Background: an optimization exercise with open tools, aiming at small area, a short achievable clock period and few clock cycles per item. Do not read the settings as production practice. RTL that was checked went through simulation tests only; none was proved equivalent to the original. Power is estimated from default activity; no workload was simulated.

Design CONV, start of the top module:
module  CONV(
	input				clk,
	input				rst_n,
	input 				mode,
	input       		in_valid,
	output reg			out_valid,
	output 		[13:0] 	AWADDR,
	output		 [7:0] 	AWLEN,
	output 				AWVALID,
	input 				AWREADY,
	output reg  [31:0]	WDATA,
	output 				WVALID,
	input 				WREADY,
	output 		[13:0] 	ARADDR,
	output 		 [7:0] 	ARLEN,
	output 				ARVALID,
	input 				ARREADY,
	input		[31:0] 	RDATA,
	input 				RVALID,
	output reg			RREADY
);
reg			mode_r;
wire [5:0]	dd = mode_r ? 6'd2 : 6'd1;
reg			ar_on;
reg  [5:0]	ar_y, ar_c;
reg  [1:0]	ar_e;		 
reg  [13:0]	ar_a;
wire		ar_v0n = (ar_y == 6'd0) || (mode_r && ar_y == 6'd1);
wire		ar_v2  = !((ar_y == 6'd63) || (mode_r && ar_y == 6'd62));
wire		ar_v3  = ar_y[0] && ((!ar_c[0] && ar_c != 6'd0) || ar_c == 6'd63);
wire [5:0]	ar_y1 = ar_y + 6'd1;
wire		ar_nv0n = (ar_y1 == 6'd0) || (mode_r && ar_y1 == 6'd1);
wire		ar_newcol = (ar_e == 2'd3) || (ar_e == 2'd2 && !ar_v3) || (ar_e == 2'd1 && !ar_v2 && !ar_v3);
reg  [5:0]	an_y, an_c;
reg  [1:0]	an_e;
reg			an_on;
always @(*) begin
	an_y = ar_y; an_c = ar_c; an_e = ar_e; an_on = ar_on;
	if (ar_newcol) begin
		if (ar_c == 6'd63) begin
			an_c = 6'd0;
			if (ar_y == 6'd63) an_on = 1'b0;
			else begin an_y = ar_y1; an_e = ar_nv0n ? 2'd1 : 2'd0; end
		end else begin
			an_c = ar_c + 6'd1;
			an_e = ar_v0n ? 2'd1 : 2'd0;
		end
	end else if (ar_e == 2'd0) an_e = 2'd1;
	else if (ar_e == 2'd1 && ar_v2) an_e = 2'd2;
	else an_e = 2'd3;
end
wire [5:0]	an_row = (an_e == 2'd0) ? an_y - dd : (an_e == 2'd2) ? an_y + dd : an_y;
wire [13:0]	an_a = (an_e == 2'd3) ? {4'b1000, an_y[5:1], an_c[0] ? 5'd31 : an_c[5:1] - 5'd1} : {2'b00, an_row, an_c};
assign ARADDR = ar_a;
assign ARLEN = 8'd0;
assign ARVALID = ar_on;
always @(posedge clk or negedge rst_n) begin
	if (!rst_n) begin
		ar_on <= 1'b0; ar_y <= 6'd0; ar_c <= 6'd0; ar_e <= 2'd1; ar_a <= 14'd0;
	end else if (in_valid) begin
		ar_on <= 1'b1; ar_y <= 6'd0; ar_c <= 6'd0; ar_e <= 2'd1; ar_a <= 14'd0;
  ...
clock: 8.0 ns
lec_check: 0
abc_area: 1
cap_margin: 20
core_margin: 2
core_utilization: 40
cts_buf_list: sky130_fd_sc_hd__clkbuf_4
setup_slack_margin: 4.6
slew_margin: 20
run.sh (not shown) runs the stock make flow with config.mk's settings and CLKGATE_MAP_FILE= SYNTH_SCRIPT=/design/flow/synth_recipe.tcl, a recipe that flattens the netlist after the stock synthesis.
The starting point completed without violations.
Testbench counts at the start, summed over its fixed seeds: cycles 224,425, images 12.
==> next run, changes <==
==> flow/config.mk (replaced) <==
export PLATFORM = sky130hd
export DESIGN_NAME = CONV
export DESIGN_NICKNAME = CONV
export VERILOG_FILES = /design/flow/design.v
export SDC_FILE = /design/flow/constraint.sdc
export NUM_CORES = 4
export LEC_CHECK = 0
export CAP_MARGIN = 0
export CORE_MARGIN = 2
export CORE_UTILIZATION = 40
export CTS_BUF_LIST = sky130_fd_sc_hd__clkbuf_4 sky130_fd_sc_hd__clkbuf_8
export SETUP_SLACK_MARGIN = 4.6
export SLEW_MARGIN = 0
Die area shrinks by 0.99%.
Sequential power grows by 8.5%.
Fmax goes up by 1.3%.
Setup slack gets better by 0.045 ns.
Count of clock-buffer cells in the layout drops by 112.
Wire length went down by 3.5%.
Total power is higher by 17%.
Via count drops by about 9%.
Combinational power goes up to 3.1 times its value.
Worst hold slack gets better by 0.025 ns.
==> next run, changes <==
--- a/flow/config.mk
+++ b/flow/config.mk
@@ -6,8 +6,9 @@
 export NUM_CORES = 4
 export LEC_CHECK = 0
-export CAP_MARGIN = 0
+export CAP_MARGIN = 20
 export CORE_MARGIN = 2
-export CORE_UTILIZATION = 40
+export CORE_UTILIZATION = 60
 export CTS_BUF_LIST = sky130_fd_sc_hd__clkbuf_4 sky130_fd_sc_hd__clkbuf_8
+export PLACE_DENSITY = 0.75
 export SETUP_SLACK_MARGIN = 4.6
-export SLEW_MARGIN = 0
+export SLEW_MARGIN = 20
=>
- The new run finished with timing, DRC and antenna clean
- maximum frequency decreases by 3.1%
- wire length went down by 1.9%
- setup slack loses 0.11 ns
==> next run, changes <==
==> flow/config.mk (replaced) <==
export PLATFORM = sky130hd
export DESIGN_NAME = CONV
export DESIGN_NICKNAME = CONV
export VERILOG_FILES = /design/flow/design.v
export SDC_FILE = /design/flow/constraint.sdc
export NUM_CORES = 4
export LEC_CHECK = 0
export CAP_MARGIN = 5
export CORE_MARGIN = 2
export CORE_UTILIZATION = 40
export CTS_BUF_LIST = sky130_fd_sc_hd__clkbuf_4 sky130_fd_sc_hd__clkbuf_8
export SETUP_SLACK_MARGIN = 4.6
export SLEW_MARGIN = 5
Result:
- worst setup slack gains 0.12 ns
- design area came out higher by 1.6%
- utilization came out lower by 23 points
- fmax came out higher by 3.4%
- sequential share of layout area came out lower by 0.75 points
- synthesized area is unchanged
- non-clock buffer count came out higher by 14
- global-route usage came out lower by 9.3 points
- hold slack loses 0.0072 ns
- routed wire length came out higher by 2.0%
- register-to-register slack gains 0.12 ns
==> next run, changes <==
--- a/flow/config.mk
+++ b/flow/config.mk
@@ -6,8 +6,8 @@
 export NUM_CORES = 4
 export LEC_CHECK = 0
-export CAP_MARGIN = 5
+export CAP_MARGIN = 20
 export CORE_MARGIN = 2
 export CORE_UTILIZATION = 40
 export CTS_BUF_LIST = sky130_fd_sc_hd__clkbuf_4 sky130_fd_sc_hd__clkbuf_8
 export SETUP_SLACK_MARGIN = 4.6
-export SLEW_MARGIN = 5
+export SLEW_MARGIN = 20
Power fell by a few percent.
Routed wire length rises slightly.
Clock-buffer cell count is unchanged.
Hold slack is better by 0.0039 ns.
==> next run, changes <==
--- a/flow/config.mk
+++ b/flow/config.mk
@@ -10,4 +10,4 @@
 export CORE_UTILIZATION = 40
 export CTS_BUF_LIST = sky130_fd_sc_hd__clkbuf_4 sky130_fd_sc_hd__clkbuf_8
-export SETUP_SLACK_MARGIN = 4.6
+export SETUP_SLACK_MARGIN = 4.8
 export SLEW_MARGIN = 20
Non-clock buffer count rises by 22.
Routed wire length goes down by 0.32%.
Power is higher by 1.2%.
Count of clock-buffer cells in the layout falls by 7.
Via count stays flat.
Clock power increases by about 2%.
Synthesized cell count is unchanged.
Fmax went down by 0.59%.

== run G ==
CONV, a different RTL version from the one above (not shown whole).
For scale: ~2800 cells after synthesis, roughly 670 flip-flops, about 120 I/O pins.
==> flow/config.mk <==
export PLATFORM = sky130hd
export DESIGN_NAME = CONV
export DESIGN_NICKNAME = CONV
export VERILOG_FILES = /design/flow/design.v
export SDC_FILE = /design/flow/constraint.sdc
export NUM_CORES = 4
export LEC_CHECK = 0
export CAP_MARGIN = 20
export CORE_MARGIN = 2
export CORE_UTILIZATION = 40
export SETUP_SLACK_MARGIN = 4.3
export SLEW_MARGIN = 20
==> flow/constraint.sdc <==
create_clock -name core_clock -period 8.0 [get_ports {clk}]
set_input_delay 1.6000 -clock core_clock [delete_from_list [all_inputs] [get_ports {clk}]]
set_output_delay 1.6000 -clock core_clock [all_outputs]
set_load 0.01 [all_outputs]
Run G reached the final stage; the timing, design-rule and antenna checks on its layout passed.
Modified inputs, run A compared to run G
Settings: SETUP_SLACK_MARGIN now 4.6, was 4.3; CORE_UTILIZATION now 60, was 40; PLACE_DENSITY now 0.75, previously not set.
Findings:
In summary, run A completed successfully, with a layout that passed the timing, design-rule and antenna checks. On summed instance area of the synthesized netlist, run G tracks run A almost exactly. ~same cell area after layout in run A and run G. When the final numbers for run A and run G were put side by side, the arrival time reported for the critical path endpoint turned out to be smaller in run A.
No functional check of the RTL was part of any run of this note.

Setup of the reference run:
Another version of the RTL of CONV (not shown whole).
Size in the first run: roughly 120 I/O pins.
export LEC_CHECK = 0
export CAP_MARGIN = 20
export CORE_MARGIN = 2
export CORE_UTILIZATION = 40
export SETUP_SLACK_MARGIN = 4.6
export SLEW_MARGIN = 20
create_clock -name core_clock -period 8.0 [get_ports {clk}]
The reference run went all the way through the flow, and no timing, DRC or antenna check failed.
[inputs] the trial run vs the reference run
Settings: a change of SETUP_SLACK_MARGIN from 4.6 to 5.0.
==> notes.md <==
A launch point of the worst path of dgr[3] is what the trial run shows, while dgr[7] belongs to the reference run.
Non-clock buffer count up about 5% in the trial run wrt the reference run
Any difference in sequential fraction of the synthesis area between the trial run and the reference run is small enough to ignore.
Hold slack (lower): the trial run
Function was not checked in any run of this note: the RTL went through the layout flow alone.

-- static timing again, ports no longer ideal --
The results above use ideal ports. As a check the final layouts listed here were re-extracted and re-timed, cells and wires unchanged.
Step 1, drivers: a clkbuf_16 drives clk and a buf_2 each remaining input, both assumed.
Step 2, shift: input delay + t, output delay - t, t = (earliest + latest rising clock arrival at the registers) / 2. This alone moves slack from input paths to output paths.
a / b / c = ideal / step 1 / step 2; a / b = the first two.
| run | shift t [ns] | slack for setup (ns) | worst setup path at the end | worst data-port slew with drivers (ns) | cell pins on the clock port's net |
|---|---|---|---|---|---|
| the first run of note 1 | 1.033 | 4.485 / 4.485 / 3.545 | input to register | 0.07 | 1 |
| the second run of note 1 | 0.795 | 4.529 / 4.529 / 3.934 | input to register | 0.08 | 1 |
| the third run of note 1 | 0.768 | 4.417 / 4.417 / 4.206 | input to register | 0.06 | 1 |
| the fourth run of note 1 | 0.793 | 4.536 / 4.536 / 3.950 | input to register | 0.08 | 1 |
| the fifth run of note 1 | 0.768 | 4.505 / 4.505 / 4.130 | input to register | 0.08 | 1 |
| the sixth run of note 1 | 0.760 | 4.485 / 4.485 / 4.029 | input to register | 0.06 | 1 |
| run G | 0.679 | 4.261 / 4.261 / 3.956 | input to register | 0.07 | 1 |
| run A | 0.680 | 4.405 / 4.405 / 4.181 | input to register | 0.07 | 1 |
| the reference run | 0.674 | 4.333 / 4.333 / 4.130 | input to register | 0.06 | 1 |
| the trial run | 0.683 | 4.289 / 4.289 / 4.289 | register to register | 0.07 | 1 |
After both steps every run listed still meets setup and hold. For the first run of note 1, which loses most, drivers alone change the setup slack by 0.000 ns; drivers and shift together by -0.940 ns.
